Context: an optimization exercise on an open-source flow, tuned for small area, a short achievable clock period and few clock cycles. The choices shown serve that exercise and are no tape-out recipe.
Where RTL was checked, it was by simulation tests only, not by an equivalence proof against the original.
No functional check of the RTL was part of runs 1 to 5.

==> flow/design.v (outline; a module is shown in full before it is edited, if it fits) <==
// module fp_booth_enc: 18 lines
// module fp_cpa48: 9 lines
// module fp_mult: 22 lines
// module booth_mul: 717 lines
// module fp_fa: 4 lines
// module fp_ha: 4 lines
// module fp_add_exp: 59 lines
// module fp_add_exp_ser: 14 lines
// module fp_norm: 7 lines
// module fp_mcmp: 7 lines
// module fp_sub24: 7 lines
// module fp_add_order: 32 lines
// module fp_shift_coarse: 18 lines
// module fp_shift_fill: 11 lines
// module fp_shift_fine: 10 lines
// module fp_add25: 10 lines
// module fp_add_finish: 11 lines
// module fp_add2: 33 lines
// module fp_pack: 8 lines
// module matrix_vector_mul_fp: 79 lines
module matrix_vector_mul_fp #(
    parameter int M = 2,
    parameter int N = 4
)(
    input  logic              clk,
    input  logic              rst,
    input  logic              start,
    input  logic [M*N*32-1:0] matrix,
    input  logic [N*32-1:0]   vector,
    output logic [M*32-1:0]   result,
    output logic              done
);
  // ...
==> flow/flow/run.sh <==
#!/bin/bash
# The standard layout with two changes to synthesis and to timing repair:
# synthesis runs flow/synth.tcl (the standard flow's script, with ABC mapping by
# flow/abc_map.script, which does no buffering or sizing), and timing repair
# aims for 16 ns of setup slack, with buf_4 cells as the port buffers.
# make's output goes to synth.log and layout.log, each step's tool output
# to the ORFS logs under orfs/logs.
set -e
export FLOW_ABC_SCRIPT=$PWD/flow/abc_map.script
bash standard.sh SYNTH_SCRIPT=$PWD/flow/synth.tcl synth > synth.log 2>&1
bash standard.sh SETUP_SLACK_MARGIN=16 BUFFER_PORTS_ARGS="-buffer_cell sky130_fd_sc_hd__buf_4" finish > layout.log 2>&1
==> flow/flow/abc_map.script <==
&get -n
&st
&dch
&nf
&st
&syn2
&if -g -K 6
&synch2
&nf
&st
&syn2
&if -g -K 6
&synch2
&nf
&st
&syn2
&if -g -K 6
&synch2
&nf
&st
&syn2
&if -g -K 6
&synch2
&nf
&st
&syn2
&if -g -K 6
&synch2
&nf
&put
topo
stime -c
==> flow/flow/synth.tcl <==
# The standard flow's synthesis script (synth_recipe.tcl) with one change: ABC maps with
# flow/abc_map.script, which leaves out the buffering and sizing steps of
# the standard ABC script (the resizer does those after placement).
proc synth {args} { yosys synth -nofsm -noshare {*}$args }
proc abc {args} {
  set i [lsearch -exact $args -script]
  if { $i >= 0 } {
    lset args [expr {$i + 1}] $::env(FLOW_ABC_SCRIPT)
  }
  yosys abc {*}$args
}
source $::env(SCRIPTS_DIR)/synth.tcl
# left out here: clear keep_hierarchy, flatten, clean up, hide names made inside functions, write 1_2_yosys.v
==> flow/standard.sh <==
#!/bin/bash
# synth_recipe.tcl (not shown) runs the flow's synth.tcl, then flattens the netlist and writes it again
# the make line also repeats each setting of config.mk as NAME=value (left out here)
make -C /OpenROAD-flow-scripts/flow DESIGN_CONFIG=/design/flow/config.mk WORK_HOME=/design/flow/orfs CLKGATE_MAP_FILE= SYNTH_SCRIPT=/design/flow/synth_recipe.tcl "${@:-finish}"
==> flow/config.mk <==
export PLATFORM = sky130hd
export DESIGN_NAME = matrix_vector_mul_fp
export DESIGN_NICKNAME = matrix_vector_mul_fp
export VERILOG_FILES = /design/flow/design.v
export SDC_FILE = /design/flow/constraint.sdc
export NUM_CORES = 8
export LEC_CHECK = 0
export CAP_MARGIN = 20
export CORE_MARGIN = 2
export CORE_UTILIZATION = 40
export SLEW_MARGIN = 20
export SYNTH_HIERARCHICAL = 1
==> flow/constraint.sdc <==
create_clock -name core_clock -period 30.0 [get_ports {clk}]
set_input_delay 6.0000 -clock core_clock [delete_from_list [all_inputs] [get_ports {clk}]]
set_output_delay 6.0000 -clock core_clock [all_outputs]
set_load 0.01 [all_outputs]
==> impl_results.md, run 1 <==
* Area Growth Syn to Fin at 21.4%
* I/O Pins at 452
* Met3 usage at 7.20%
* Syn nets at 20615
* #MultiIn Comb at 15261
* Initial Util at 40.1%
* RSZ-0062 raised after global routing: true
* Routed length per placed instance at 28.5 um
* Initial antenna violation count at 17
* Crit path from: ROW[1].q_d[0][1]
* Crit-path max cell delay at 0.44 ns
* Global-route wire length before repair at 983 mm
* Setup CP Type: flop to primary output
* Commonest non-fill, non-tap cells in the layout: xnor2_1 (2854), a22oi_1 (2093), fa_1 (2001), buf_4 (1019), ha_1 (934)
* First DRT Iteration DRCs at 17238
* Met2 Usage GRT at 48.4%
* Drt total wl at 662 mm
* Post-route DRC at 0
* Mean Syn Cell Area at 9.42 um2
* Non-clk invs at 677
* CTS tree: yes
* Mapped Area at 160000 um2
* FFs & Latches at 245
* Antenna Nets Post-Route at 0
* Seq/total area at 2.55%
* NonClk Buf Share at 10.5%
* DP Worst Slack at 11.39 ns
* Run status: no timing/DRC/antenna violations
* CTS clk-pin slew, worst paths at 0.10 ns
==> module fp_add_exp, before the edit <==
module fp_add_exp (
    input  logic [7:0] ba,
    input  logic       ca,
    input  logic [7:0] bb,
    input  logic       cb,
    output logic       gt,
    output logic       eq,
    output logic [4:0] d,
    output logic       dz,
    output logic [7:0] emax
);
    logic [8:0] x, y, xp, xm, yp, ym;
    assign x  = {1'b0, ba} - {1'b0, bb};
    assign y  = {1'b0, bb} - {1'b0, ba};
    assign xp = x + 9'd1;
    assign xm = x - 9'd1;
    assign yp = y + 9'd1;
    assign ym = y - 9'd1;
    logic xneg, xz, xm1, xp1, xge2;
    assign xneg = x[8];
    assign xz   = (x == 9'd0);
    assign xm1  = (x == 9'h1FF);    
    assign xp1  = (x == 9'd1);
    assign xge2 = ~xneg & ~xz & ~xp1;
    logic [8:0] a0, a1, a2;
    logic gt0, gt1, gt2, eq0, eq1, eq2;
    assign a0 = xneg ? y : x;          assign gt0 = ~xneg & ~xz;  assign eq0 = xz;
    assign a1 = xneg ? ym : xp;        assign gt1 = ~xneg;        assign eq1 = xm1;
    assign a2 = (xneg | xz) ? yp : xm; assign gt2 = xge2;         assign eq2 = xp1;
    logic [7:0] bai, bbi;
    assign bai = ba + 8'd1;
    assign bbi = bb + 8'd1;
    logic wa, wb;
    assign wa = ca & (ba == 8'hFF);
    assign wb = cb & (bb == 8'hFF);
    logic [7:0] ea, eb;
    assign ea = ca ? bai : ba;
    assign eb = cb ? bbi : bb;
    logic [8:0] ad;
    logic gtn, eqn;
    always_comb begin
        case ({ca, cb})
            2'b10:   begin ad = a1; gtn = gt1; eqn = eq1; end
            2'b01:   begin ad = a2; gtn = gt2; eqn = eq2; end
            default: begin ad = a0; gtn = gt0; eqn = eq0; end
        endcase
        if (wa | wb) begin
            gt = ~wa & (ea != 8'd0);
            eq = (ea == eb);
            ad = {1'b0, wa ? eb : ea};
        end else begin
            gt = gtn;
            eq = eqn;
        end
    end
    assign d    = ad[4:0];
    assign dz   = (ad >= 9'd24);
    assign emax = gt ? ea : eb;
endmodule
==> module fp_add_order, before the edit <==
module fp_add_order (
    input  logic        sa,
    input  logic [7:0]  ea,
    input  logic [24:0] pa,
    input  logic        sb,
    input  logic [7:0]  eb,
    input  logic [24:0] pb,
    output logic        sbig,
    output logic        sub,
    output logic [23:0] big,
    output logic [23:0] shc,
    output logic [2:0]  df,
    output logic [7:0]  emax
);
    logic [23:0] ma, mb, sml;
    logic        gt, eq, mgt, swap, dz;
    logic [4:0]  d;
    fp_norm u_na (.e(ea), .p(pa), .m(ma));
    fp_norm u_nb (.e(eb), .p(pb), .m(mb));
    fp_add_exp_ser u_exp (
        .ba(ea), .ca(pa[24]), .bb(eb), .cb(pb[24]),
        .gt(gt), .eq(eq), .d(d), .dz(dz), .emax(emax)
    );
    fp_mcmp u_cmp (.ma(ma), .mb(mb), .gt(mgt));
    assign swap = gt | (eq & mgt);
    assign big  = swap ? ma : mb;
    assign sml  = swap ? mb : ma;
    assign sbig = swap ? sa : sb;
    assign sub  = sa ^ sb;
    fp_shift_coarse u_shc (.m(sml), .sub(sub), .d(d[4:3]), .dz(dz), .y(shc));
    assign df   = d[2:0];
endmodule
==> module fp_add_finish, before the edit <==
module fp_add_finish (
    input  logic [23:0] big,
    input  logic [23:0] shc,
    input  logic        sub,
    input  logic [2:0]  df,
    output logic [24:0] s
);
    logic [23:0] sh;
    fp_shift_fine u_sh (.m(shc), .sub(sub), .d(df), .y(sh));
    fp_add25 u_add (.a({1'b0, big}), .b({sub, sh}), .c(sub), .s(s));
endmodule
==> module matrix_vector_mul_fp, before the edit <==
module matrix_vector_mul_fp #(
    parameter int M = 2,
    parameter int N = 4
)(
    input  logic              clk,
    input  logic              rst,
    input  logic              start,
    input  logic [M*N*32-1:0] matrix,
    input  logic [N*32-1:0]   vector,
    output logic [M*32-1:0]   result,
    output logic              done
);
    genvar i, j;
    logic [12:0] bo [N], bt [N], bn [N];
    logic        bz [N];
    generate
        for (j = 0; j < N; j++) begin: ENC
            fp_booth_enc u_enc (
                .b({vector[j*32+23 +: 8] != 8'd0, vector[j*32 +: 23]}),
                .bo(bo[j]), .bt(bt[j]), .bn(bn[j]), .bz(bz[j])
            );
        end
    endgenerate
    generate
        for (i = 0; i < M; i++) begin: ROW
            logic        ps [N];
            logic [7:0]  pe [N];      
            logic [24:0] pp [N];      
            for (j = 0; j < N; j++) begin: COL
                fp_mult u_mul (
                    .a(matrix[(i*N+j)*32 +: 32]),
                    .eb(vector[j*32+23 +: 8]), .sb(vector[j*32+31]),
                    .bo(bo[j]), .bt(bt[j]), .bn(bn[j]), .bz(bz[j]),
                    .sign(ps[j]), .ebase(pe[j]), .p(pp[j])
                );
            end
            logic        o_sbig [2], o_sub [2];
            logic [23:0] o_big [2], o_shc [2];
            logic [2:0]  o_d [2];
            logic [7:0]  o_em [2];
            logic        q_sbig [2], q_sub [2];
            logic [23:0] q_big [2], q_shc [2];
            logic [2:0]  q_d [2];
            logic [7:0]  q_em [2];
            for (j = 0; j < 2; j++) begin: A1
                fp_add_order u_ord (
                    .sa(ps[2*j]), .ea(pe[2*j]), .pa(pp[2*j]),
                    .sb(ps[2*j+1]), .eb(pe[2*j+1]), .pb(pp[2*j+1]),
                    .sbig(o_sbig[j]), .sub(o_sub[j]), .big(o_big[j]), .shc(o_shc[j]),
                    .df(o_d[j]), .emax(o_em[j])
                );
                always_ff @(posedge clk) begin
                    q_sbig[j] <= o_sbig[j];
                    q_sub[j]  <= o_sub[j];
                    q_big[j]  <= o_big[j];
                    q_shc[j]  <= o_shc[j];
                    q_d[j]    <= o_d[j];
                    q_em[j]   <= o_em[j];
                end
            end
            logic [24:0] s1 [2];
            for (j = 0; j < 2; j++) begin: F1
                fp_add_finish u_fin (
                    .big(q_big[j]), .shc(q_shc[j]), .sub(q_sub[j]),
                    .df(q_d[j]), .s(s1[j])
                );
            end
            fp_add2 u_add2 (
                .sa(q_sbig[0]), .ea(q_em[0]), .pa(s1[0]),
                .sb(q_sbig[1]), .eb(q_em[1]), .pb(s1[1]),
                .y(result[i*32 +: 32])
            );
        end
    endgenerate
    always_ff @(posedge clk or posedge rst) begin
        if (rst) done <= 1'b0;
        else     done <= start;
    end
endmodule
==> run 2: changes to the inputs <==
--- a/flow/design.v
+++ b/flow/design.v
@@ -777,59 +777,75 @@
     input  logic       ca,
     input  logic [7:0] bb,
     input  logic       cb,
-    output logic       gt,
-    output logic       eq,
-    output logic [4:0] d,
-    output logic       dz,
+    output logic       gt,      
+    output logic       eq,      
+    output logic [4:0] d,       
+    output logic       dz,      
     output logic [7:0] emax
 );
-    logic [8:0] x, y, xp, xm, yp, ym;
+    logic [7:0] v [4];
+    fp_add_exp_cases u_cases (.ba(ba), .bb(bb), .v00(v[0]), .v01(v[1]), .v10(v[2]), .v11(v[3]));
+    fp_pick4 #(.W(8)) u_pick (.v0(v[0]), .v1(v[1]), .v2(v[2]), .v3(v[3]), .s({ca, cb}),
+                              .y({gt, eq, d, dz}));
+    logic [7:0] ea, eb;
+    assign ea   = ba + {7'd0, ca};
+    assign eb   = bb + {7'd0, cb};
+    assign emax = gt ? ea : eb;
+endmodule
+module fp_add_exp_cases (
+    input  logic [7:0] ba,
+    input  logic [7:0] bb,
+    output logic [7:0] v00,
+    output logic [7:0] v01,
+    output logic [7:0] v10,
+    output logic [7:0] v11
+);
+    logic [8:0] x, y, a0;
     assign x  = {1'b0, ba} - {1'b0, bb};
     assign y  = {1'b0, bb} - {1'b0, ba};
-    assign xp = x + 9'd1;
-    assign xm = x - 9'd1;
-    assign yp = y + 9'd1;
-    assign ym = y - 9'd1;
-    logic xneg, xz, xm1, xp1, xge2;
+    logic xneg, xz, xpos, xm1, xp1;
     assign xneg = x[8];
     assign xz   = (x == 9'd0);
+    assign xpos = ~xneg & ~xz;
     assign xm1  = (x == 9'h1FF);    
     assign xp1  = (x == 9'd1);
-    assign xge2 = ~xneg & ~xz & ~xp1;
-    logic [8:0] a0, a1, a2;
-    logic gt0, gt1, gt2, eq0, eq1, eq2;
-    assign a0 = xneg ? y : x;          assign gt0 = ~xneg & ~xz;  assign eq0 = xz;
-    assign a1 = xneg ? ym : xp;        assign gt1 = ~xneg;        assign eq1 = xm1;
-    assign a2 = (xneg | xz) ? yp : xm; assign gt2 = xge2;         assign eq2 = xp1;
-    logic [7:0] bai, bbi;
-    assign bai = ba + 8'd1;
-    assign bbi = bb + 8'd1;
-    logic wa, wb;
-    assign wa = ca & (ba == 8'hFF);
-    assign wb = cb & (bb == 8'hFF);
-    logic [7:0] ea, eb;
-    assign ea = ca ? bai : ba;
-    assign eb = cb ? bbi : bb;
-    logic [8:0] ad;
-    logic gtn, eqn;
-    always_comb begin
-        case ({ca, cb})
-            2'b10:   begin ad = a1; gtn = gt1; eqn = eq1; end
-            2'b01:   begin ad = a2; gtn = gt2; eqn = eq2; end
-            default: begin ad = a0; gtn = gt0; eqn = eq0; end
-        endcase
-        if (wa | wb) begin
-            gt = ~wa & (ea != 8'd0);
-            eq = (ea == eb);
-            ad = {1'b0, wa ? eb : ea};
-        end else begin
-            gt = gtn;
-            eq = eqn;
-        end
-    end
-    assign d    = ad[4:0];
-    assign dz   = (ad >= 9'd24);
-    assign emax = gt ? ea : eb;
+    assign a0   = xneg ? y : x;     
+    logic ge23, ge24, ge25;
+    assign ge23 = (a0 >= 9'd23);
+    assign ge24 = (a0 >= 9'd24);
+    assign ge25 = (a0 >= 9'd25);
+    logic [4:0] ainc, adec;
+    assign ainc = a0[4:0] + 5'd1;
+    assign adec = a0[4:0] - 5'd1;
+    logic fa, fb;                   
+    assign fa = (ba == 8'hFF);
+    assign fb = (bb == 8'hFF);
+    logic [4:0] bai, bbi;           
+    assign bai = ba[4:0] + 5'd1;
+    assign bbi = bb[4:0] + 5'd1;
+    logic [7:0] c0, c1, c2;
+    assign c0 = {xpos, xz, a0[4:0], ge24};
+    assign c1 = {~xneg, xm1, xneg ? adec : ainc, xneg ? ge25 : ge23};
+    assign c2 = {xpos & ~xp1, xp1, xpos ? adec : ainc, xpos ? ge25 : ge23};
+    assign v00 = c0;
+    assign v10 = fa ? {1'b0, bb == 8'd0, bb[4:0], bb >= 8'd24} : c1;
+    assign v01 = fb ? {ba != 8'd0, ba == 8'd0, ba[4:0], ba >= 8'd24} : c2;
+    assign v11 = (fa & fb) ? {1'b0, 1'b1, 5'd0, 1'b0}
+               : fa        ? {1'b0, 1'b0, bbi, bb >= 8'd23}
+               : fb        ? {1'b1, 1'b0, bai, ba >= 8'd23}
+                           : c0;
+endmodule
+module fp_pick4 #(
+    parameter int W = 1
+)(
+    input  logic [W-1:0] v0,
+    input  logic [W-1:0] v1,
+    input  logic [W-1:0] v2,
+    input  logic [W-1:0] v3,
+    input  logic [1:0]   s,
+    output logic [W-1:0] y
+);
+    assign y = s[1] ? (s[0] ? v3 : v2) : (s[0] ? v1 : v0);
 endmodule
 module fp_add_exp_ser (
     input  logic [7:0] ba, input logic ca, input logic [7:0] bb, input logic cb,
@@ -873,28 +889,29 @@
     input  logic        sb,
     input  logic [7:0]  eb,
     input  logic [24:0] pb,
-    output logic        sbig,
+    output logic        sign,
     output logic        sub,
+    output logic        neg,
     output logic [23:0] big,
     output logic [23:0] shc,
     output logic [2:0]  df,
     output logic [7:0]  emax
 );
     logic [23:0] ma, mb, sml;
-    logic        gt, eq, mgt, swap, dz;
+    logic        gt, eq, mgt, dz;
     logic [4:0]  d;
     fp_norm u_na (.e(ea), .p(pa), .m(ma));
     fp_norm u_nb (.e(eb), .p(pb), .m(mb));
-    fp_add_exp_ser u_exp (
+    fp_add_exp u_exp (
         .ba(ea), .ca(pa[24]), .bb(eb), .cb(pb[24]),
         .gt(gt), .eq(eq), .d(d), .dz(dz), .emax(emax)
     );
     fp_mcmp u_cmp (.ma(ma), .mb(mb), .gt(mgt));
-    assign swap = gt | (eq & mgt);
-    assign big  = swap ? ma : mb;
-    assign sml  = swap ? mb : ma;
-    assign sbig = swap ? sa : sb;
     assign sub  = sa ^ sb;
+    assign neg  = eq & sub & mgt;
+    assign big  = gt ? ma : mb;
+    assign sml  = gt ? mb : ma;
+    assign sign = (gt | neg) ? sa : sb;
     fp_shift_coarse u_shc (.m(sml), .sub(sub), .d(d[4:3]), .dz(dz), .y(shc));
     assign df   = d[2:0];
 endmodule
@@ -951,12 +968,15 @@
     input  logic [23:0] big,
     input  logic [23:0] shc,
     input  logic        sub,
+    input  logic        neg,
     input  logic [2:0]  df,
     output logic [24:0] s
 );
     logic [23:0] sh;
+    logic [24:0] t;
     fp_shift_fine u_sh (.m(shc), .sub(sub), .d(df), .y(sh));
-    fp_add25 u_add (.a({1'b0, big}), .b({sub, sh}), .c(sub), .s(s));
+    fp_add25 u_add (.a({1'b0, big}), .b({sub, sh}), .c(sub & ~neg), .s(t));
+    assign s = t ^ {25{neg}};
 endmodule
 module fp_add2 (
     input  logic        sa,
@@ -1035,11 +1055,11 @@
                     .sign(ps[j]), .ebase(pe[j]), .p(pp[j])
                 );
             end
-            logic        o_sbig [2], o_sub [2];
+            logic        o_sbig [2], o_sub [2], o_neg [2];
             logic [23:0] o_big [2], o_shc [2];
             logic [2:0]  o_d [2];
             logic [7:0]  o_em [2];
-            logic        q_sbig [2], q_sub [2];
+            logic        q_sbig [2], q_sub [2], q_neg [2];
             logic [23:0] q_big [2], q_shc [2];
             logic [2:0]  q_d [2];
             logic [7:0]  q_em [2];
@@ -1047,12 +1067,13 @@
                 fp_add_order u_ord (
                     .sa(ps[2*j]), .ea(pe[2*j]), .pa(pp[2*j]),
                     .sb(ps[2*j+1]), .eb(pe[2*j+1]), .pb(pp[2*j+1]),
-                    .sbig(o_sbig[j]), .sub(o_sub[j]), .big(o_big[j]), .shc(o_shc[j]),
+                    .sign(o_sbig[j]), .sub(o_sub[j]), .neg(o_neg[j]), .big(o_big[j]), .shc(o_shc[j]),
                     .df(o_d[j]), .emax(o_em[j])
                 );
                 always_ff @(posedge clk) begin
                     q_sbig[j] <= o_sbig[j];
                     q_sub[j]  <= o_sub[j];
+                    q_neg[j]  <= o_neg[j];
                     q_big[j]  <= o_big[j];
                     q_shc[j]  <= o_shc[j];
                     q_d[j]    <= o_d[j];
@@ -1062,7 +1083,7 @@
             logic [24:0] s1 [2];
             for (j = 0; j < 2; j++) begin: F1
                 fp_add_finish u_fin (
-                    .big(q_big[j]), .shc(q_shc[j]), .sub(q_sub[j]),
+                    .big(q_big[j]), .shc(q_shc[j]), .sub(q_sub[j]), .neg(q_neg[j]),
                     .df(q_d[j]), .s(s1[j])
                 );
             end
==> run 2 against run 1 <==
Still clean. Synthesized area rose by 2.8%. Via count grew 1.2%. Non-clock buffer count fell by 427. Clock-buffer cell count grew 1. Cell count rose by 1.5%. Hold slack worse by 0.0075 ns. Setup slack gained 0.41 ns. Largest cell class unchanged. Highest routed layer unchanged.
==> impl_results.md, run 2 <==
* Worst-margin pin slew at 1.14 ns
* Hold Buf Count CTS at 0
* Regs by FF count: ROW.q_big x96, ROW.q_shc x96, ROW.q_em x32
* Die extent in y at 645 um
* Std cell rows at 235
* Startpoint class of the critical path: flop
* Clock buffer depth at 3
* Total congestion overflow at 0
* Initial Util at 40.2% (about the same)
* Fin crit share at 50.2%
* Global-route wire length before repair at 963 mm (-2.1%)
* Worst Path Arrival at 9.06 ns
* Mean Syn Cell Area at 9.35 um2 (-0.71%)
* Grt met1 use at 39.2%
* Fin util at 46.3%
* Worst Path Required at 24.00 ns
* Number of cells produced by synthesis at 17592
* Run status: no timing/DRC/antenna violations
* Synth warn at 65
* Nets at 21742
* Crit path time final at 15.06 ns
* I/O Pins at 452 (unchanged)
* Fmax at 66.4 MHz
* Buf/Inv on CP at 9
* Clock H-tree levels at 1
* Syn nets at 21273 (+3.2%)
* Met2 Usage GRT at 46.4% (-2.0 points)
* GR Util All Layers at 29.5%
* Antenna Nets Post-Route at 0 (unchanged)
* Placeable Area at 410000 um2
* RSZ-0062 raised after global routing: true
* Relative slew slack at 23.7%
* Crit-path max cell delay at 0.72 ns (+0.28 ns)
* Setup CP Type: flop to primary output
* GRT busiest layer: met2
* PortBufs at 451
* Slew Limit Fails at 0
* CTS tree: yes
* CTS Root Cell: clkbuf_16
* Total negative setup slack at 0 ns
* Post-route DRC at 0 (unchanged)
* Share of layout cells above drive strength 1 at 15.6%
* DP Worst Slack at 13.01 ns (+1.62 ns)
* Vias in the first global route at 152745
* Drt total wl at 652 mm (-1.6%)
* Initial antenna violation count at 26 (+9)
* Final hold viol count at 0
* CTS buffer count at 31
* CP Max Fanout at 12
* DP Area at 175000 um2
* CTS sink count at 249
* Largest net degree at the start of global routing at 66
* Hold Crit Class: input port to async pin
* First DRT Iteration DRCs at 16785 (-2.6%)
* Post-route cell area at 190000 um2
* Top delay family on crit path: compound AO/OA/AOI/OAI gates
* Final worst setup slack at 14.94 ns
* Via density at 6.46
* Mapped Area at 164000 um2 (+2.8%)
* Number of max-cap violations at 0
* Routed length per placed instance at 27.7 um (-3.1%)
* Area Growth Syn to Fin at 15.3%
* Setup Viol. Count Final at 0
* DR vias at 152248
* Met3 usage at 6.01% (-1.2 points)
* Slowest cell on crit path: mux4_4
* Crit path capture type: primary output
* Commonest non-fill, non-tap cells in the layout: xnor2_1 (2829), fa_1 (2006), a22oi_1 (1985), ha_1 (1057), nand2_1 (924)
* # fillers at 38835
* Register area at 5080 um2
* Multi-input combinational cell area at 159000 um2
* Commonest non-fill, non-tap cell in the layout: xnor2_1
* GP Congestion at 0.946
* Final HPWL DP at 419 mm
* DR pass1 iterations at 7
* Die W at 645 um
* CTS clk-pin slew, worst paths at 0.09 ns (about the same)
* Die Footprint at 416000 um2
==> run 2: per-stage QoR <==
stage	hold WS (ns)	std cells
floorplan	5.72	17592
global placement	5.84	22905
detailed placement	5.84	22907
CTS	5.11	23314
global route	5.14	23542
finish	5.16	23550
==> run 2: path summary, 6_finish.rpt <==
check / startpoint / to / slack [ns] / cells past startpoint
worst min-delay path: rst / done / 5.16 / 2
min in group core_clock: start / done / 5.46 / 1
worst max-delay path: ROW[1].q_d[1][2] / result[33] / 14.94 / 36
max in group asynchronous: rst / done / 24.76 / 2
==> run 2: layer usage <==
| metal | routed length [um] | vias up | share of wire [%] |
|---|---|---|---|
| met4 | 33300 | 20 | 5.1 |
| met1 | 258000 | 75853 | 40 |
| met2 | 289000 | 9455 | 44 |
| met3 | 71500 | 1754 | 11 |
| met5 | 135 | - | 0.021 |
| li1 | - | 65166 | - |
==> run 2: final cells by class <==
| type | instances | area share, % |
|---|---|---|
| clock buffer | 41 | 0.451 |
| clock inverter | 16 | 0.116 |
| inverter | 711 | 1.44 |
| antenna | 14 | 0.0185 |
| timing repair buffer | 1247 | 7.70 |
| multi-input combinational | 15821 | 84.0 |
| sequential | 249 | 2.68 |
| tap | 5451 | 3.60 |
==> run 2: what timing repair did <==
item / in CTS / in global routing
buffers inserted: 261 / 165
cloned: 89 / 57
pin swaps: 162 / 204
endpoints found under the setup margin: 306 / 162
endpoints found under the hold margin: 0 / 0
resized for setup: 1100 / 423
==> module fp_add2, before the edit <==
module fp_add2 (
    input  logic        sa,
    input  logic [7:0]  ea,
    input  logic [24:0] pa,
    input  logic        sb,
    input  logic [7:0]  eb,
    input  logic [24:0] pb,
    output logic [31:0] y
);
    logic [23:0] ma, mb, big, sha, shb, sh;
    logic        gt, eq, dz, mgt, sub, sel_near, sign;
    logic [4:0]  d;
    logic [7:0]  emax;
    logic [24:0] far, near, s;
    fp_norm u_na (.e(ea), .p(pa), .m(ma));
    fp_norm u_nb (.e(eb), .p(pb), .m(mb));
    fp_add_exp u_exp (
        .ba(ea), .ca(pa[24]), .bb(eb), .cb(pb[24]),
        .gt(gt), .eq(eq), .d(d), .dz(dz), .emax(emax)
    );
    assign sub = sa ^ sb;
    fp_shift_fill u_sha (.m(ma ^ {24{sub}}), .f(sub), .d(d), .dz(dz), .y(sha));
    fp_shift_fill u_shb (.m(mb ^ {24{sub}}), .f(sub), .d(d), .dz(dz), .y(shb));
    assign big = gt ? ma : mb;
    assign sh  = gt ? shb : sha;
    fp_add25 u_as (.a({1'b0, big}), .b({sub, sh}), .c(sub), .s(far));
    fp_mcmp  u_cmp (.ma(ma), .mb(mb), .gt(mgt));
    fp_sub24 u_near (.ma(ma), .mb(mb), .s(near));
    assign sel_near = eq & sub & mgt;
    assign s    = sel_near ? near : far;
    assign sign = sel_near ? sa : (gt ? sa : sb);
    fp_pack u_pack (.sign(sign), .e(emax), .s(s), .y(y));
endmodule
==> run 3: changes to the inputs <==
--- a/flow/design.v
+++ b/flow/design.v
@@ -875,13 +875,6 @@
 );
     assign gt = ma > mb;
 endmodule
-module fp_sub24 (
-    input  logic [23:0] ma,
-    input  logic [23:0] mb,
-    output logic [24:0] s
-);
-    assign s = {1'b0, ma} - {1'b0, mb};
-endmodule
 module fp_add_order (
     input  logic        sa,
     input  logic [7:0]  ea,
@@ -988,10 +981,10 @@
     output logic [31:0] y
 );
     logic [23:0] ma, mb, big, sha, shb, sh;
-    logic        gt, eq, dz, mgt, sub, sel_near, sign;
+    logic        gt, eq, dz, mgt, sub, neg, sign;
     logic [4:0]  d;
     logic [7:0]  emax;
-    logic [24:0] far, near, s;
+    logic [24:0] t, s;
     fp_norm u_na (.e(ea), .p(pa), .m(ma));
     fp_norm u_nb (.e(eb), .p(pb), .m(mb));
     fp_add_exp u_exp (
@@ -1003,12 +996,11 @@
     fp_shift_fill u_shb (.m(mb ^ {24{sub}}), .f(sub), .d(d), .dz(dz), .y(shb));
     assign big = gt ? ma : mb;
     assign sh  = gt ? shb : sha;
-    fp_add25 u_as (.a({1'b0, big}), .b({sub, sh}), .c(sub), .s(far));
-    fp_mcmp  u_cmp (.ma(ma), .mb(mb), .gt(mgt));
-    fp_sub24 u_near (.ma(ma), .mb(mb), .s(near));
-    assign sel_near = eq & sub & mgt;
-    assign s    = sel_near ? near : far;
-    assign sign = sel_near ? sa : (gt ? sa : sb);
+    fp_mcmp u_cmp (.ma(ma), .mb(mb), .gt(mgt));
+    assign neg  = eq & sub & mgt;
+    fp_add25 u_as (.a({1'b0, big}), .b({sub, sh}), .c(sub & ~neg), .s(t));
+    assign s    = t ^ {25{neg}};
+    assign sign = (gt | neg) ? sa : sb;
     fp_pack u_pack (.sign(sign), .e(emax), .s(s), .y(y));
 endmodule
 module fp_pack (
==> flow/flow/run.sh (replaced) <==
#!/bin/bash
# The standard layout with two changes to synthesis and to timing repair:
# synthesis runs flow/synth.tcl (the standard flow's script, with ABC mapping by
# flow/abc_map.script, which does no buffering or sizing), and timing repair
# aims for 18 ns of setup slack, with buf_4 cells as the port buffers.
# make's output goes to synth.log and layout.log, each step's tool output
# to the ORFS logs under orfs/logs.
set -e
export FLOW_ABC_SCRIPT=$PWD/flow/abc_map.script
bash standard.sh SYNTH_SCRIPT=$PWD/flow/synth.tcl synth > synth.log 2>&1
bash standard.sh SETUP_SLACK_MARGIN=18 BUFFER_PORTS_ARGS="-buffer_cell sky130_fd_sc_hd__buf_4" finish > layout.log 2>&1
==> run 3 against run 2 <==
Still clean. Setup slack lost 0.036 ns. Clock-buffer cell count grew 2. Utilization grew 3.4 points. Sequential share of layout area shrank 0.20 points. Cell area grew 8.2%. Sequential cell count is the same. Hold slack gained 0.040 ns. Critical path type unchanged. Highest routed layer unchanged.
==> impl_results.md, run 3 <==
* Commonest non-fill, non-tap cell in the layout: xnor2_1
* Antenna Nets Post-Route at 0 (unchanged)
* Fmax at 66.2 MHz (-0.24%)
* Hold_ws at 5.20 ns (+0.0400 ns)
* CTS clk-pin slew, worst paths at 0.07 ns (-0.02 ns)
* Met2 Usage GRT at 49.6% (+3.2 points)
* Crit path capture type: primary output
* Crit path from: ROW[1].q_d[1][1]
* I/O Pins at 452 (unchanged)
* Run status: no timing/DRC/antenna violations
* Worst Path Required at 24.00 ns (about the same)
* Routed length per placed instance at 29.8 um (+7.7%)
* Final hold viol count at 0 (unchanged)
* Number of max-cap violations at 0 (unchanged)
* # fillers at 37404 (-3.7%)
* Slew Limit Fails at 0 (unchanged)
* Drt total wl at 729 mm (+12%)
* Grt met1 use at 43.5% (+4.3 points)
* Crit-path max cell delay at 0.66 ns (-0.06 ns)
* Startpoint class of the critical path: flop
* Setup CP Type: flop to primary output
* Hold Crit Class: input port to async pin
* Initial antenna violation count at 47 (+81%)
* PortBufs at 451 (unchanged)
* Vias in the first global route at 161578 (+5.8%)
* Total congestion overflow at 0 (unchanged)
* Global-route wire length before repair at 1070 mm (+11%)
* First DRT Iteration DRCs at 20139 (+20%)
* Number of cells produced by synthesis at 17960 (+2.1%)
* Relative slew slack at 24.1% (+0.43 points)
* Final HPWL DP at 439 mm (+4.9%)
* Share of layout cells above drive strength 1 at 22.0% (+6.4 points)
* GRT busiest layer: met2
* Die Footprint at 419000 um2 (+0.56%)
* CTS Root Cell: clkbuf_16
* Die W at 647 um (+0.28%)
* DR pass1 iterations at 11 (+4)
* Syn nets at 21591 (+1.5%)
* DR vias at 161443 (+6.0%)
* Clock H-tree levels at 2 (+1)
* Worst-margin pin slew at 1.13 ns (-0.0103 ns)
* Largest net degree at the start of global routing at 61 (-7.6%)
* Std cell rows at 236 (+0.43%)
* Mapped Area at 165000 um2 (+0.57%)
* RSZ-0062 raised after global routing: true
* CTS sink count at 249 (unchanged)
* Crit path time final at 15.10 ns (+0.0362 ns)
* GP Congestion at 0.950 (+0.41%)
* CTS buffer count at 34 (+9.7%)
* Worst Path Arrival at 9.10 ns (+0.04 ns)
* Buf/Inv on CP at 5 (-4)
* Top delay family on crit path: compound AO/OA/AOI/OAI gates
* Slowest cell on crit path: mux4_4
* Met3 usage at 10.9% (+4.9 points)
* GR Util All Layers at 33.4% (+3.9 points)
* Placeable Area at 413000 um2 (+0.71%)
* Nets at 22592 (+3.9%)
* Regs by FF count: ROW.q_big x96, ROW.q_shc x96, ROW.q_em x32
* Setup Viol. Count Final at 0 (unchanged)
* Commonest non-fill, non-tap cells in the layout: xnor2_1 (2708), a22oi_1 (1937), fa_1 (1868), buf_4 (1050), nand2_1 (1021)
* Initial Util at 40.1% (-0.059 points)
* Synth warn at 65 (unchanged)
* CP Max Fanout at 8 (-4)
* Total negative setup slack at 0 ns (unchanged)
* Mean Syn Cell Area at 9.21 um2 (-1.5%)
* Die extent in y at 647 um (+0.28%)
* Fin crit share at 50.3% (+0.12 points)
* Via density at 6.59 (+2.0%)
* Area Growth Syn to Fin at 24.1%
* Post-route DRC at 0 (unchanged)
* Clock buffer depth at 3 (unchanged)
* CTS tree: yes
-- run 3: layout make-up --
cell class	count	area (um2)	area share, %
antenna	23	57.6	0.0281
inverter	731	2830	1.38
timing repair buffer	1787	23300	11.3
multi-input combinational	16158	166000	80.8
clock buffer	43	945	0.460
sequential	249	5080	2.48
clock inverter	19	319	0.155
tap	5474	6850	3.34
-- run 3: worst paths after layout --
kind	endpoint	cells past startpoint
max	result[54]	31
min in group core_clock	done	1
max in group asynchronous	done	2
min	done	2
-- run 3: metal layers --
layer / vias to the layer above / wire length (um) / share of wire, %
li1: 67522 / - / -
met1: 79960 / 282000 / 39
met2: 11226 / 305000 / 42
met3: 2681 / 97300 / 13
met4: 54 / 44500 / 6.1
met5: - / 509 / 0.070
-- run 3: metrics by stage --
| step | setup WS (ns) | std cells | utilization [%] | area [um2] |
|---|---|---|---|---|
| finish | 14.90 | 24484 | 49.7 | 205000 |
| global route | 14.74 | 24467 | 49.7 | 205000 |
| CTS | 15.11 | 24201 | 48.4 | 199000 |
| detailed placement | 13.60 | 23298 | 43.0 | 177000 |
| global placement | 13.45 | 23297 | 43.0 | 177000 |
| floorplan | 14.38 | 17960 | - | 171000 |
-- run 3: repair_timing --
item                        CTS  global route
gates cloned                230            17
setup buffers               611           243
gates resized for setup    1921           726
pin swaps                   518           461
setup endpoints to repair   308           308
hold buffers                  0             0
==> module fp_pack, before the edit <==
module fp_pack (
    input  logic        sign,
    input  logic [7:0]  e,
    input  logic [24:0] s,
    output logic [31:0] y
);
    assign y = {sign, s[24] ? e + 8'd1 : e, s[24] ? s[23:1] : s[22:0]};
endmodule
==> run 4: changes to the inputs <==
--- a/flow/design.v
+++ b/flow/design.v
@@ -882,16 +882,16 @@
     input  logic        sb,
     input  logic [7:0]  eb,
     input  logic [24:0] pb,
-    output logic        sign,
+    output logic        sbig,
     output logic        sub,
-    output logic        neg,
+    output logic        eqsub,
     output logic [23:0] big,
     output logic [23:0] shc,
     output logic [2:0]  df,
     output logic [7:0]  emax
 );
     logic [23:0] ma, mb, sml;
-    logic        gt, eq, mgt, dz;
+    logic        gt, eq, dz;
     logic [4:0]  d;
     fp_norm u_na (.e(ea), .p(pa), .m(ma));
     fp_norm u_nb (.e(eb), .p(pb), .m(mb));
@@ -899,14 +899,13 @@
         .ba(ea), .ca(pa[24]), .bb(eb), .cb(pb[24]),
         .gt(gt), .eq(eq), .d(d), .dz(dz), .emax(emax)
     );
-    fp_mcmp u_cmp (.ma(ma), .mb(mb), .gt(mgt));
-    assign sub  = sa ^ sb;
-    assign neg  = eq & sub & mgt;
-    assign big  = gt ? ma : mb;
-    assign sml  = gt ? mb : ma;
-    assign sign = (gt | neg) ? sa : sb;
+    assign sub   = sa ^ sb;
+    assign eqsub = eq & sub;
+    assign big   = gt ? ma : mb;
+    assign sml   = gt ? mb : ma;
+    assign sbig  = gt ? sa : sb;
     fp_shift_coarse u_shc (.m(sml), .sub(sub), .d(d[4:3]), .dz(dz), .y(shc));
-    assign df   = d[2:0];
+    assign df    = d[2:0];
 endmodule
 module fp_shift_coarse (
     input  logic [23:0] m,
@@ -957,19 +956,50 @@
     assign t = {a, 1'b1} + {b, c};
     assign s = t[25:1];
 endmodule
+module fp_add25cc (
+    input  logic [24:0] a,
+    input  logic [24:0] b,
+    output logic [24:0] s0,
+    output logic [24:0] s1
+);
+    logic [24:0] p, g, gg, pp;
+    assign p = a ^ b;
+    assign g = a & b;
+    always_comb begin
+        gg = g;
+        pp = p;
+        for (int l = 0; l < 5; l++) begin
+            for (int i = 24; i >= 0; i--) begin
+                if (((i >> l) & 1) == 1) begin
+                    gg[i] = gg[i] | (pp[i] & gg[((i >> l) << l) - 1]);
+                    pp[i] = pp[i] & pp[((i >> l) << l) - 1];
+                end
+            end
+        end
+    end
+    assign s0 = p ^ {gg[23:0], 1'b0};
+    assign s1 = p ^ {gg[23:0] | pp[23:0], 1'b1};
+endmodule
 module fp_add_finish (
     input  logic [23:0] big,
     input  logic [23:0] shc,
     input  logic        sub,
-    input  logic        neg,
+    input  logic        eqsub,
+    input  logic        sa,
+    input  logic        sbig,
     input  logic [2:0]  df,
+    output logic        sign,
     output logic [24:0] s
 );
     logic [23:0] sh;
-    logic [24:0] t;
+    logic [24:0] s0, s1;
+    logic        mgt, neg;
     fp_shift_fine u_sh (.m(shc), .sub(sub), .d(df), .y(sh));
-    fp_add25 u_add (.a({1'b0, big}), .b({sub, sh}), .c(sub & ~neg), .s(t));
-    assign s = t ^ {25{neg}};
+    fp_add25cc u_add (.a({1'b0, big}), .b({sub, sh}), .s0(s0), .s1(s1));
+    fp_mcmp u_cmp (.ma(~shc), .mb(big), .gt(mgt));
+    assign neg  = eqsub & mgt;
+    assign s    = neg ? ~s0 : (sub ? s1 : s0);
+    assign sign = neg ? sa : sbig;
 endmodule
 module fp_add2 (
     input  logic        sa,
@@ -1001,15 +1031,16 @@
     fp_add25 u_as (.a({1'b0, big}), .b({sub, sh}), .c(sub & ~neg), .s(t));
     assign s    = t ^ {25{neg}};
     assign sign = (gt | neg) ? sa : sb;
-    fp_pack u_pack (.sign(sign), .e(emax), .s(s), .y(y));
+    fp_pack u_pack (.sign(sign), .e(emax), .e1(emax + 8'd1), .s(s), .y(y));
 endmodule
 module fp_pack (
     input  logic        sign,
     input  logic [7:0]  e,
+    input  logic [7:0]  e1,
     input  logic [24:0] s,
     output logic [31:0] y
 );
-    assign y = {sign, s[24] ? e + 8'd1 : e, s[24] ? s[23:1] : s[22:0]};
+    assign y = {sign, s[24] ? e1 : e, s[24] ? s[23:1] : s[22:0]};
 endmodule
 module matrix_vector_mul_fp #(
     parameter int M = 2,
@@ -1047,11 +1078,11 @@
                     .sign(ps[j]), .ebase(pe[j]), .p(pp[j])
                 );
             end
-            logic        o_sbig [2], o_sub [2], o_neg [2];
+            logic        o_sbig [2], o_sub [2], o_eqs [2];
             logic [23:0] o_big [2], o_shc [2];
             logic [2:0]  o_d [2];
             logic [7:0]  o_em [2];
-            logic        q_sbig [2], q_sub [2], q_neg [2];
+            logic        q_sbig [2], q_sub [2], q_eqs [2], q_sa [2];
             logic [23:0] q_big [2], q_shc [2];
             logic [2:0]  q_d [2];
             logic [7:0]  q_em [2];
@@ -1059,29 +1090,31 @@
                 fp_add_order u_ord (
                     .sa(ps[2*j]), .ea(pe[2*j]), .pa(pp[2*j]),
                     .sb(ps[2*j+1]), .eb(pe[2*j+1]), .pb(pp[2*j+1]),
-                    .sign(o_sbig[j]), .sub(o_sub[j]), .neg(o_neg[j]), .big(o_big[j]), .shc(o_shc[j]),
+                    .sbig(o_sbig[j]), .sub(o_sub[j]), .eqsub(o_eqs[j]), .big(o_big[j]), .shc(o_shc[j]),
                     .df(o_d[j]), .emax(o_em[j])
                 );
                 always_ff @(posedge clk) begin
                     q_sbig[j] <= o_sbig[j];
                     q_sub[j]  <= o_sub[j];
-                    q_neg[j]  <= o_neg[j];
+                    q_eqs[j]  <= o_eqs[j];
+                    q_sa[j]   <= ps[2*j];
                     q_big[j]  <= o_big[j];
                     q_shc[j]  <= o_shc[j];
                     q_d[j]    <= o_d[j];
                     q_em[j]   <= o_em[j];
                 end
             end
+            logic        s1s [2];
             logic [24:0] s1 [2];
             for (j = 0; j < 2; j++) begin: F1
                 fp_add_finish u_fin (
-                    .big(q_big[j]), .shc(q_shc[j]), .sub(q_sub[j]), .neg(q_neg[j]),
-                    .df(q_d[j]), .s(s1[j])
+                    .big(q_big[j]), .shc(q_shc[j]), .sub(q_sub[j]), .eqsub(q_eqs[j]),
+                    .sa(q_sa[j]), .sbig(q_sbig[j]), .df(q_d[j]), .sign(s1s[j]), .s(s1[j])
                 );
             end
             fp_add2 u_add2 (
-                .sa(q_sbig[0]), .ea(q_em[0]), .pa(s1[0]),
-                .sb(q_sbig[1]), .eb(q_em[1]), .pb(s1[1]),
+                .sa(s1s[0]), .ea(q_em[0]), .pa(s1[0]),
+                .sb(s1s[1]), .eb(q_em[1]), .pb(s1[1]),
                 .y(result[i*32 +: 32])
             );
         end
==> flow/flow/run.sh (replaced) <==
#!/bin/bash
# The standard layout with two changes to synthesis and to timing repair:
# synthesis runs flow/synth.tcl (the standard flow's script, with ABC mapping by
# flow/abc_map.script, which does no buffering or sizing), and timing repair
# aims for 15.5 ns of setup slack, with buf_4 cells as the port buffers.
# make's output goes to synth.log and layout.log, each step's tool output
# to the ORFS logs under orfs/logs.
set -e
export FLOW_ABC_SCRIPT=$PWD/flow/abc_map.script
bash standard.sh SYNTH_SCRIPT=$PWD/flow/synth.tcl synth > synth.log 2>&1
bash standard.sh SETUP_SLACK_MARGIN=15.5 BUFFER_PORTS_ARGS="-buffer_cell sky130_fd_sc_hd__buf_4" finish > layout.log 2>&1
==> run 4 against run 3 <==
Wire length is 14% lower. Fmax increased by 0.10%. Clock-buffer cell count shrank 1. Synthesized cell count decreased by 1.3%. Still clean.
==> impl_results.md, run 4 <==
* Run status: no timing/DRC/antenna violations
* Worst Path Arrival at 9.09 ns (about the same)
* DP Area at 173000 um2 (-2.5%)
* Total congestion overflow at 0 (unchanged)
* Initial Util at 40.1% (+0.057 points)
* Vias in the first global route at 151966 (-5.9%)
* Final HPWL DP at 420 mm (-4.5%)
* Mean Syn Cell Area at 9.28 um2 (+0.76%)
* Die Footprint at 416000 um2 (-0.56%)
* Fin crit share at 50.3% (-0.051 points)
* Placeable Area at 410000 um2 (-0.71%)
* Worst Setup EP: result[33]
* CTS Root Cell: clkbuf_16
* Global-route wire length before repair at 948 mm (-11%)
* Commonest non-fill, non-tap cells in the layout: xnor2_1 (2868), a22oi_1 (2180), fa_1 (2148), ha_1 (1039), nand2_1 (960)
* First DRT Iteration DRCs at 15953 (-21%)
* Post-route DRC at 0 (unchanged)
* Fmax at 66.3 MHz (+0.10%)
* GP Congestion at 0.951 (about the same)
* Crit path capture type: primary output
* Hold Crit Class: input port to async pin
* Initial antenna violation count at 29 (-38%)
* Mapped Area at 164000 um2 (-0.57%)
* Worst Path Required at 24.00 ns (about the same)
* Synth warn at 72 (+11%)
* CTS clk-pin slew, worst paths at 0.08 ns (about the same)
* Via density at 6.42 (-2.6%)
* Std cell rows at 235 (-0.42%)
* Startpoint class of the critical path: flop
* Post-route cell area at 182000 um2 (-11%)
* RSZ-0062 raised after global routing: true
* Number of max-cap violations at 0 (unchanged)
* Total negative setup slack at 0 ns (unchanged)
* Antenna Nets Post-Route at 0 (unchanged)
* Clock H-tree levels at 2 (unchanged)
* Die extent in y at 645 um (-0.28%)
* Slowest cell on crit path: mux4_4
* Setup Viol. Count Final at 0 (unchanged)
* Drt total wl at 626 mm (-14%)
* Share of layout cells above drive strength 1 at 11.1% (-11 points)
* I/O Pins at 452 (unchanged)
* Crit-path max cell delay at 0.58 ns (-0.08 ns)
* DR vias at 150610 (-6.7%)
* Hold Buf Count CTS at 0 (unchanged)
* Clock buffer depth at 3 (unchanged)
* Syn nets at 21375 (-1.0%)
* CTS buffer count at 34 (unchanged)
* Hold_ws at 5.18 ns (-0.0194 ns)
* Nets at 21608 (-4.4%)
* Die W at 645 um (-0.28%)
* # fillers at 39641 (+6.0%)
* Worst-margin pin slew at 1.33 ns (+0.193 ns)
* Layout Cells excl Fill at 23448 (-4.2%)
* CP Max Fanout at 13 (+5)
* Slew Limit Fails at 0 (unchanged)
* GR Util All Layers at 29.0% (-4.5 points)
* CTS tree: yes
* PortBufs at 451 (unchanged)
* DR pass1 iterations at 7 (-4)
* Largest net degree at the start of global routing at 71 (+16%)
* Crit path time final at 15.09 ns (-0.0154 ns)
* CTS sink count at 253 (+1.6%)
* Number of cells produced by synthesis at 17724 (-1.3%)
* Crit path from: ROW[1].q_d[1][1]
* Area Growth Syn to Fin at 10.9%
* Relative slew slack at 10.6% (-14 points)
* Setup CP Type: flop to primary output
* Commonest non-fill, non-tap cell in the layout: xnor2_1
* Inst Count DP at 23023 (-1.2%)
* Routed length per placed instance at 26.7 um (-10%)
* Final hold viol count at 0 (unchanged)
* Worst path most repeated cell: buf_12
* Regs by FF count: ROW.q_big x96, ROW.q_shc x96, ROW.q_em x32
run 4: repair_timing:
action	in CTS	in global routing
pin swaps	89	55
setup endpoints to repair	290	169
cloned	49	17
resized for setup	705	324
setup buffers	203	80
run 4: worst min path at each step:
stage	slack, ns	cells after the start	endpoint
finish	5.18	2	done
global route	5.17	2	done
CTS	5.14	2	done
detailed placement	5.84	2	done
global placement	5.84	2	done
floorplan	5.72	1	done
run 4: area by class of cell:
type | instances | area, um2 | area share (%)
antenna | 14 | 35.0 | 0.0192
clock buffer | 42 | 922 | 0.505
clock inverter | 20 | 273 | 0.150
inverter | 815 | 3090 | 1.70
multi-input combinational | 15842 | 156000 | 85.5
sequential | 253 | 5160 | 2.83
tap | 5451 | 6820 | 3.74
timing repair buffer | 1011 | 10100 | 5.56
run 4: per-layer routing:
metal	up-vias	share of wire [%]	track usage, %
met5	-	0.022	0
met4	22	5.2	13.0
met3	1806	9.9	5.52
met2	8911	45	46.2
met1	74900	40	37.9
li1	64971	-	-
run 4: metrics by stage:
stage	utilization (%)	setup WS [ns]
2_1_floorplan	-	14.29
6_report	44.5	14.91
3_5_place_dp	42.2	13.56
4_1_cts	44.0	15.05
3_3_place_gp	42.2	13.72
5_1_grt	44.5	14.64
run 4: critical path: cells and delay by family (launching register included):
kind | cells | cell delay, ns
flops | 1 | 0.40
buf+inv | 8 | 1.17
xor+xnor | 1 | 0.19
mux | 5 | 1.69
compound gates | 13 | 2.99
fa+ha+maj | 2 | 0.59
simple gates | 6 | 1.43
==> run 5: changes to the inputs <==
==> flow/flow/run.sh (replaced) <==
#!/bin/bash
# The standard layout with two changes to synthesis and to timing repair:
# synthesis runs flow/synth.tcl (the standard flow's script, with ABC mapping by
# flow/abc_map.script, which does no buffering or sizing), and timing repair
# aims for 16 ns of setup slack, with buf_4 cells as the port buffers.
# make's output goes to synth.log and layout.log, each step's tool output
# to the ORFS logs under orfs/logs.
set -e
export FLOW_ABC_SCRIPT=$PWD/flow/abc_map.script
bash standard.sh SYNTH_SCRIPT=$PWD/flow/synth.tcl synth > synth.log 2>&1
bash standard.sh SETUP_SLACK_MARGIN=16 BUFFER_PORTS_ARGS="-buffer_cell sky130_fd_sc_hd__buf_4" finish > layout.log 2>&1
==> run 5 against run 4 <==
Die area did not move. Utilization rose by 1.2 points. Critical endpoint is now result[3]. Still clean. Critical path type unchanged. Fmax fell by 0.88%.
==> impl_results.md, run 5 <==
* Run status: no timing/DRC/antenna violations
* Nets at 21753 (+0.67%)
* Post-route DRC at 0 (unchanged)
* Worst Path Required at 24.00 ns (about the same)
* Crit path from: ROW[0].q_d[1][0]
* Synth warn at 72 (unchanged)
* CTS Root Cell: clkbuf_16
* Regs by FF count: ROW.q_big x96, ROW.q_shc x96, ROW.q_em x32
* Relative slew slack at 19.1% (+8.5 points)
* Antenna Nets Post-Route at 0 (unchanged)
* Worst-margin pin slew at 1.21 ns (-0.122 ns)
* Slew Limit Fails at 0 (unchanged)
* Clock H-tree levels at 2 (unchanged)
* CTS tree: yes
* DR vias at 151821 (+0.80%)
* Initial Util at 40.1% (unchanged)
* Startpoint class of the critical path: flop
* Fin crit share at 50.7% (+0.44 points)
* Buf/Inv on CP at 10 (+2)
* Routed length per placed instance at 27.9 um (+4.4%)
* GR Util All Layers at 29.9% (+0.96 points)
* Post-route cell area at 187000 um2 (+2.6%)
* I/O Pins at 452 (unchanged)
* Setup Viol. Count Final at 0 (unchanged)
* First DRT Iteration DRCs at 17069 (+7.0%)
* Area Growth Syn to Fin at 13.9%
* Drt total wl at 658 mm (+5.2%)
* Setup CP Type: flop to primary output
* Inst Count DP at 23019 (-0.017%)
* DR pass1 iterations at 9 (+2)
* CP Max Fanout at 6 (-7)
* Mean Syn Cell Area at 9.28 um2 (unchanged)
* CTS buffer count at 35 (+2.9%)
* Crit path capture type: primary output
* CTS clk-pin slew, worst paths at 0.06 ns (-0.02 ns)
* Fmax at 65.7 MHz (-0.88%)
* Worst path most repeated cell: buf_12
* Total congestion overflow at 0 (unchanged)
* Initial antenna violation count at 41 (+41%)
* GP Congestion at 0.956 (+0.57%)
* CTS sink count at 253 (unchanged)
* Layout Cells excl Fill at 23614 (+0.71%)
* Slowest cell on crit path: mux4_4
* Die W at 645 um (unchanged)
* Crit-path max cell delay at 0.62 ns (+0.04 ns)
* Top delay family on crit path: compound AO/OA/AOI/OAI gates
* Hold Crit Class: input port to async pin
* Commonest non-fill, non-tap cells in the layout: xnor2_1 (2850), fa_1 (2064), a22oi_1 (2058), ha_1 (1032), nand2_1 (957)
* Final HPWL DP at 425 mm (+1.2%)
* Worst Path Arrival at 9.22 ns (+0.13 ns)
* Syn nets at 21375 (unchanged)
* Total negative setup slack at 0 ns (unchanged)
* Vias in the first global route at 152547 (+0.38%)
* Commonest non-fill, non-tap cell in the layout: xnor2_1
* Number of cells produced by synthesis at 17724 (unchanged)
* Number of max-cap violations at 0 (unchanged)
* Hold Buf Count CTS at 0 (unchanged)
* Share of layout cells above drive strength 1 at 13.6% (+2.5 points)
* Die extent in y at 645 um (unchanged)
* Final hold viol count at 0 (unchanged)
* DP Area at 174000 um2 (+0.66%)
* Largest net degree at the start of global routing at 68 (-4.2%)
* Clock buffer depth at 3 (unchanged)
* RSZ-0062 raised after global routing: true
* Global-route wire length before repair at 973 mm (+2.6%)
* Via density at 6.43 (about the same)
* Crit path time final at 15.22 ns (+0.133 ns)
* Placeable Area at 410000 um2 (unchanged)
* Mapped Area at 164000 um2 (unchanged)
* Std cell rows at 235 (unchanged)
* Die Footprint at 416000 um2 (unchanged)
* PortBufs at 451 (unchanged)
run 5: worst max-delay path by stage:
stage	to	depth (start not counted)
floorplan	result[0]	28
global placement	ROW[1].q_shc[1][2]	28
detailed placement	result[0]	30
CTS	result[26]	38
global route	result[3]	38
finish	result[3]	37
run 5: timing repair:
item / CTS / global route
gates resized for setup: 916 / 379
pin swaps: 111 / 107
setup buffers: 247 / 117
gates cloned: 74 / 57
setup endpoints to repair: 298 / 176
run 5: layer usage:
metal	vias to the layer above	track usage [%]	routed length, um
li1	65308	-	-
met1	75586	39.3	261000
met2	9093	47.2	293000
met3	1806	6.14	69700
met4	28	13.6	34900
met5	-	0	175
run 5: cell type report:
| cell class | count | area [um2] |
|---|---|---|
| diodes | 36 | 90.1 |
| clock buffers | 46 | 990 |
| clock inverters | 16 | 219 |
| fillers | 39216 | 222000 |
| inverters | 815 | 3110 |
| multi-input cells | 15845 | 157000 |
| flip-flops and latches | 253 | 5160 |
| well taps | 5451 | 6820 |
| repair buffers | 1152 | 13400 |
run 5: through the flow:
stage | util, % | hold slack [ns] | setup WS, ns
global placement | 42.5 | 5.84 | 13.76
detailed placement | 42.5 | 5.84 | 13.70
CTS | 44.7 | 5.19 | 14.95
finish | 45.7 | 5.22 | 14.78
global route | 45.7 | 5.21 | 14.53
floorplan | - | 5.72 | 14.29
==> run 6: changes to the inputs <==
--- a/flow/design.v
+++ b/flow/design.v
@@ -886,11 +886,10 @@
     output logic        sub,
     output logic        eqsub,
     output logic [23:0] big,
-    output logic [23:0] shc,
-    output logic [2:0]  df,
+    output logic [23:0] sh,
     output logic [7:0]  emax
 );
-    logic [23:0] ma, mb, sml;
+    logic [23:0] ma, mb, sml, shc;
     logic        gt, eq, dz;
     logic [4:0]  d;
     fp_norm u_na (.e(ea), .p(pa), .m(ma));
@@ -905,7 +904,7 @@
     assign sml   = gt ? mb : ma;
     assign sbig  = gt ? sa : sb;
     fp_shift_coarse u_shc (.m(sml), .sub(sub), .d(d[4:3]), .dz(dz), .y(shc));
-    assign df    = d[2:0];
+    fp_shift_fine   u_shf (.m(shc), .sub(sub), .d(d[2:0]), .y(sh));
 endmodule
 module fp_shift_coarse (
     input  logic [23:0] m,
@@ -982,21 +981,18 @@
 endmodule
 module fp_add_finish (
     input  logic [23:0] big,
-    input  logic [23:0] shc,
+    input  logic [23:0] sh,
     input  logic        sub,
     input  logic        eqsub,
     input  logic        sa,
     input  logic        sbig,
-    input  logic [2:0]  df,
     output logic        sign,
     output logic [24:0] s
 );
-    logic [23:0] sh;
     logic [24:0] s0, s1;
     logic        mgt, neg;
-    fp_shift_fine u_sh (.m(shc), .sub(sub), .d(df), .y(sh));
     fp_add25cc u_add (.a({1'b0, big}), .b({sub, sh}), .s0(s0), .s1(s1));
-    fp_mcmp u_cmp (.ma(~shc), .mb(big), .gt(mgt));
+    fp_mcmp u_cmp (.ma(~sh), .mb(big), .gt(mgt));
     assign neg  = eqsub & mgt;
     assign s    = neg ? ~s0 : (sub ? s1 : s0);
     assign sign = neg ? sa : sbig;
@@ -1079,19 +1075,17 @@
                 );
             end
             logic        o_sbig [2], o_sub [2], o_eqs [2];
-            logic [23:0] o_big [2], o_shc [2];
-            logic [2:0]  o_d [2];
+            logic [23:0] o_big [2], o_sh [2];
             logic [7:0]  o_em [2];
             logic        q_sbig [2], q_sub [2], q_eqs [2], q_sa [2];
-            logic [23:0] q_big [2], q_shc [2];
-            logic [2:0]  q_d [2];
+            logic [23:0] q_big [2], q_sh [2];
             logic [7:0]  q_em [2];
             for (j = 0; j < 2; j++) begin: A1
                 fp_add_order u_ord (
                     .sa(ps[2*j]), .ea(pe[2*j]), .pa(pp[2*j]),
                     .sb(ps[2*j+1]), .eb(pe[2*j+1]), .pb(pp[2*j+1]),
-                    .sbig(o_sbig[j]), .sub(o_sub[j]), .eqsub(o_eqs[j]), .big(o_big[j]), .shc(o_shc[j]),
-                    .df(o_d[j]), .emax(o_em[j])
+                    .sbig(o_sbig[j]), .sub(o_sub[j]), .eqsub(o_eqs[j]), .big(o_big[j]), .sh(o_sh[j]),
+                    .emax(o_em[j])
                 );
                 always_ff @(posedge clk) begin
                     q_sbig[j] <= o_sbig[j];
@@ -1099,8 +1093,7 @@
                     q_eqs[j]  <= o_eqs[j];
                     q_sa[j]   <= ps[2*j];
                     q_big[j]  <= o_big[j];
-                    q_shc[j]  <= o_shc[j];
-                    q_d[j]    <= o_d[j];
+                    q_sh[j]   <= o_sh[j];
                     q_em[j]   <= o_em[j];
                 end
             end
@@ -1108,8 +1101,8 @@
             logic [24:0] s1 [2];
             for (j = 0; j < 2; j++) begin: F1
                 fp_add_finish u_fin (
-                    .big(q_big[j]), .shc(q_shc[j]), .sub(q_sub[j]), .eqsub(q_eqs[j]),
-                    .sa(q_sa[j]), .sbig(q_sbig[j]), .df(q_d[j]), .sign(s1s[j]), .s(s1[j])
+                    .big(q_big[j]), .sh(q_sh[j]), .sub(q_sub[j]), .eqsub(q_eqs[j]),
+                    .sa(q_sa[j]), .sbig(q_sbig[j]), .sign(s1s[j]), .s(s1[j])
                 );
             end
             fp_add2 u_add2 (
==> flow/flow/run.sh (replaced) <==
#!/bin/bash
# The standard layout with two changes to synthesis and to timing repair:
# synthesis runs flow/synth.tcl (the standard flow's script, with ABC mapping by
# flow/abc_map.script, which does no buffering or sizing), and timing repair
# aims for 15 ns of setup slack, with buf_4 cells as the port buffers.
# make's output goes to synth.log and layout.log, each step's tool output
# to the ORFS logs under orfs/logs.
set -e
export FLOW_ABC_SCRIPT=$PWD/flow/abc_map.script
bash standard.sh SYNTH_SCRIPT=$PWD/flow/synth.tcl synth > synth.log 2>&1
bash standard.sh SETUP_SLACK_MARGIN=15 BUFFER_PORTS_ARGS="-buffer_cell sky130_fd_sc_hd__buf_4" finish > layout.log 2>&1
==> run 6 against run 5 <==
Non-clock buffer count fell by 292. Still clean on timing, DRC and antenna. Fmax rose by 2.5%. Cell area fell by 3.6%. Global-route usage fell by 1.4 points.
==> impl_results.md, run 6 <==
* Run status: no timing/DRC/antenna violations
* Clock H-tree levels at 1 (-1)
* Worst Path Required at 30.48 ns (+6.48 ns)
* Area Growth Syn to Fin at 9.94%
* Share of layout cells above drive strength 1 at 9.87% (-3.7 points)
* Multi-input combinational cell area at 156000 um2 (-1.2%)
* Die W at 645 um (about the same)
* Antenna Nets Post-Route at 0 (unchanged)
* Crit-path max cell delay at 0.80 ns (+0.18 ns)
* CTS buffer count at 31 (-11%)
* Clock buffer depth at 3 (unchanged)
* Final HPWL DP at 417 mm (-1.7%)
* CP Max Fanout at 48 (+42)
* Slew Limit Fails at 0 (unchanged)
* Startpoint class of the critical path: input port
* Worst Path Arrival at 15.33 ns (+6.11 ns)
* Die extent in y at 645 um (about the same)
* PortBufs at 451 (unchanged)
* Die Footprint at 416000 um2 (-0.15%)
* Slowest cell on crit path: mux4_4
* Relative slew slack at 23.0% (+3.9 points)
* GR Util All Layers at 28.5% (-1.4 points)
* GP Congestion at 0.942 (-1.5%)
* RSZ-0062 raised after global routing: false
* Syn nets at 21363 (-0.056%)
* Setup Viol. Count Final at 0 (unchanged)
* Mapped Area at 164000 um2 (-0.15%)
* Total negative setup slack at 0 ns (unchanged)
* DP Area at 174000 um2 (-0.23%)
* Nets at 21454 (-1.4%)
* DR vias at 148783 (-2.0%)
* Fmax at 67.3 MHz (+2.5%)
* Worst path most repeated cell: fa_1
* Synth warn at 66 (-8.3%)
* Fin crit share at 49.5% (-1.2 points)
* Register area at 4880 um2 (-5.4%)
* Regs by FF count: ROW.q_big x96, ROW.q_sh x96, ROW.q_em x32
* Final worst setup slack at 15.15 ns (+0.367 ns)
* Global-route wire length before repair at 933 mm (-4.1%)
* Std cell rows at 235 (unchanged)
* Commonest non-fill, non-tap cell in the layout: xnor2_1
* Via density at 6.39 (-0.65%)
* Final hold viol count at 0 (unchanged)
* Mean Syn Cell Area at 9.27 um2 (about the same)
* CTS tree: yes
* DP Worst Slack at 13.05 ns (-0.654 ns)
* I/O Pins at 452 (unchanged)
* Post-route cell area at 181000 um2 (-3.6%)
* Hold Crit Class: input port to async pin
* Number of max-cap violations at 0 (unchanged)
* Initial antenna violation count at 26 (-37%)
* CTS clk-pin slew, worst paths at 0.08 ns (+0.02 ns)
* Worst-margin pin slew at 1.14 ns (-0.0617 ns)
* Layout Cells excl Fill at 23293 (-1.4%)
* Top delay family on crit path: compound AO/OA/AOI/OAI gates
* Initial Util at 40.1% (about the same)
* Largest net degree at the start of global routing at 64 (-5.9%)
* Buf/Inv on CP at 3 (-7)
* Setup CP Type: input port to flop
* Inst Count DP at 23009 (-0.043%)
* Crit path capture type: flop
* Vias in the first global route at 149996 (-1.7%)
* First DRT Iteration DRCs at 15831 (-7.3%)
* Total congestion overflow at 0 (unchanged)
* Drt total wl at 623 mm (-5.3%)
* Number of cells produced by synthesis at 17712 (-0.068%)
* Commonest non-fill, non-tap cells in the layout: xnor2_1 (2887), a22oi_1 (2094), fa_1 (2088), ha_1 (1069), nand2_1 (960)
* CTS sink count at 241 (-4.7%)
* Crit path time final at 14.85 ns (-0.367 ns)
* CTS Root Cell: clkbuf_16
* DR pass1 iterations at 8 (-1)
* Placeable Area at 409000 um2 (about the same)
* # fillers at 39991 (+2.0%)
* Routed length per placed instance at 26.8 um (-4.0%)
* Post-route DRC at 0 (unchanged)
## run 6: cell type report
type	count	area share, %
antenna	14	0.0194
timing repair buffer	860	4.99
multi-input combinational	15854	86.1
inverter	815	1.72
tap	5451	3.78
clock inverter	21	0.174
sequential	241	2.70
clock buffer	37	0.470
## run 6: worst max-delay path by stage
stage,start,endpoint,slack [ns],cells after the start
after floorplan,ROW[0].q_big[1][16],result[0],14.83,25
after global placement,vector[1],ROW[0].q_sh[0][0],13.16,31
after detailed placement,vector[1],ROW[0].q_sh[0][0],13.05,31
after CTS,vector[5],ROW[0].q_sh[0][0],15.00,26
after global routing,ROW[0].q_big[1][0],result[19],14.94,31
final,vector[101],ROW[0].q_sh[1][0],15.15,29
## run 6: metrics by stage
step                      hold slack, ns  utilization (%)
after floorplan                     5.72                -
after global placement              5.87             42.4
after detailed placement            5.87             42.4
after CTS                           5.15             43.3
after global routing                5.16             44.1
final                               5.18             44.1
## run 6: timing repair
| item | in CTS | in global routing |
|---|---|---|
| setup endpoints to repair | 180 | 158 |
| buffers inserted | 56 | 68 |
| hold endpoints to repair | 0 | 0 |
| hold buffers | 0 | 0 |
| gates resized for setup | 347 | 328 |
| pin swaps | 35 | 40 |
| gates cloned | 34 | 54 |
## run 6: routing by layer
metal	wire, um	share of wire, %	track usage, %
met1	250000	40	37.6
met2	281000	45	45.8
met3	62500	10	5.24
met4	29700	4.8	11.6
met5	129	0.021	0.0694
Testbench counts of run 6, summed over its fixed seeds: cycles 32,000.

## static timing again, ports no longer ideal
Ports are ideal in the flow. The routed layouts listed here were re-timed in OpenROAD.
Step 1: set_driving_cell puts a clkbuf_16 on clk and a buf_2 on each other input, an assumption about the parent block.
Step 2 also shifts input and output timing later by t, the mid clock arrival at the registers, as if the neighbouring blocks saw the same clock.
a / b / c = ideal / step 1 / step 2; a / b = the first two.
run	t, ns	slack for setup (ns)	worst setup path after step 2	latest minus earliest clock arrival (ns)
run 1	0.707	14.527 / 14.449 / 14.229	input to register	0.049 / 0.050
run 2	0.725	14.935 / 14.853 / 15.295	input to register	0.032 / 0.032
run 3	0.698	14.899 / 14.800 / 15.498	register to output	0.056 / 0.056
run 4	0.693	14.915 / 14.834 / 15.027	input to register	0.062 / 0.062
run 5	0.678	14.781 / 14.698 / 15.376	register to output	0.053 / 0.052
run 6	0.706	15.148 / 15.120 / 14.414	input to register	0.068 / 0.068
After both steps setup and hold are still met in every run listed. The setup slack of run 6, which loses most, moves by -0.028 ns with the drivers and by -0.734 ns with both steps.
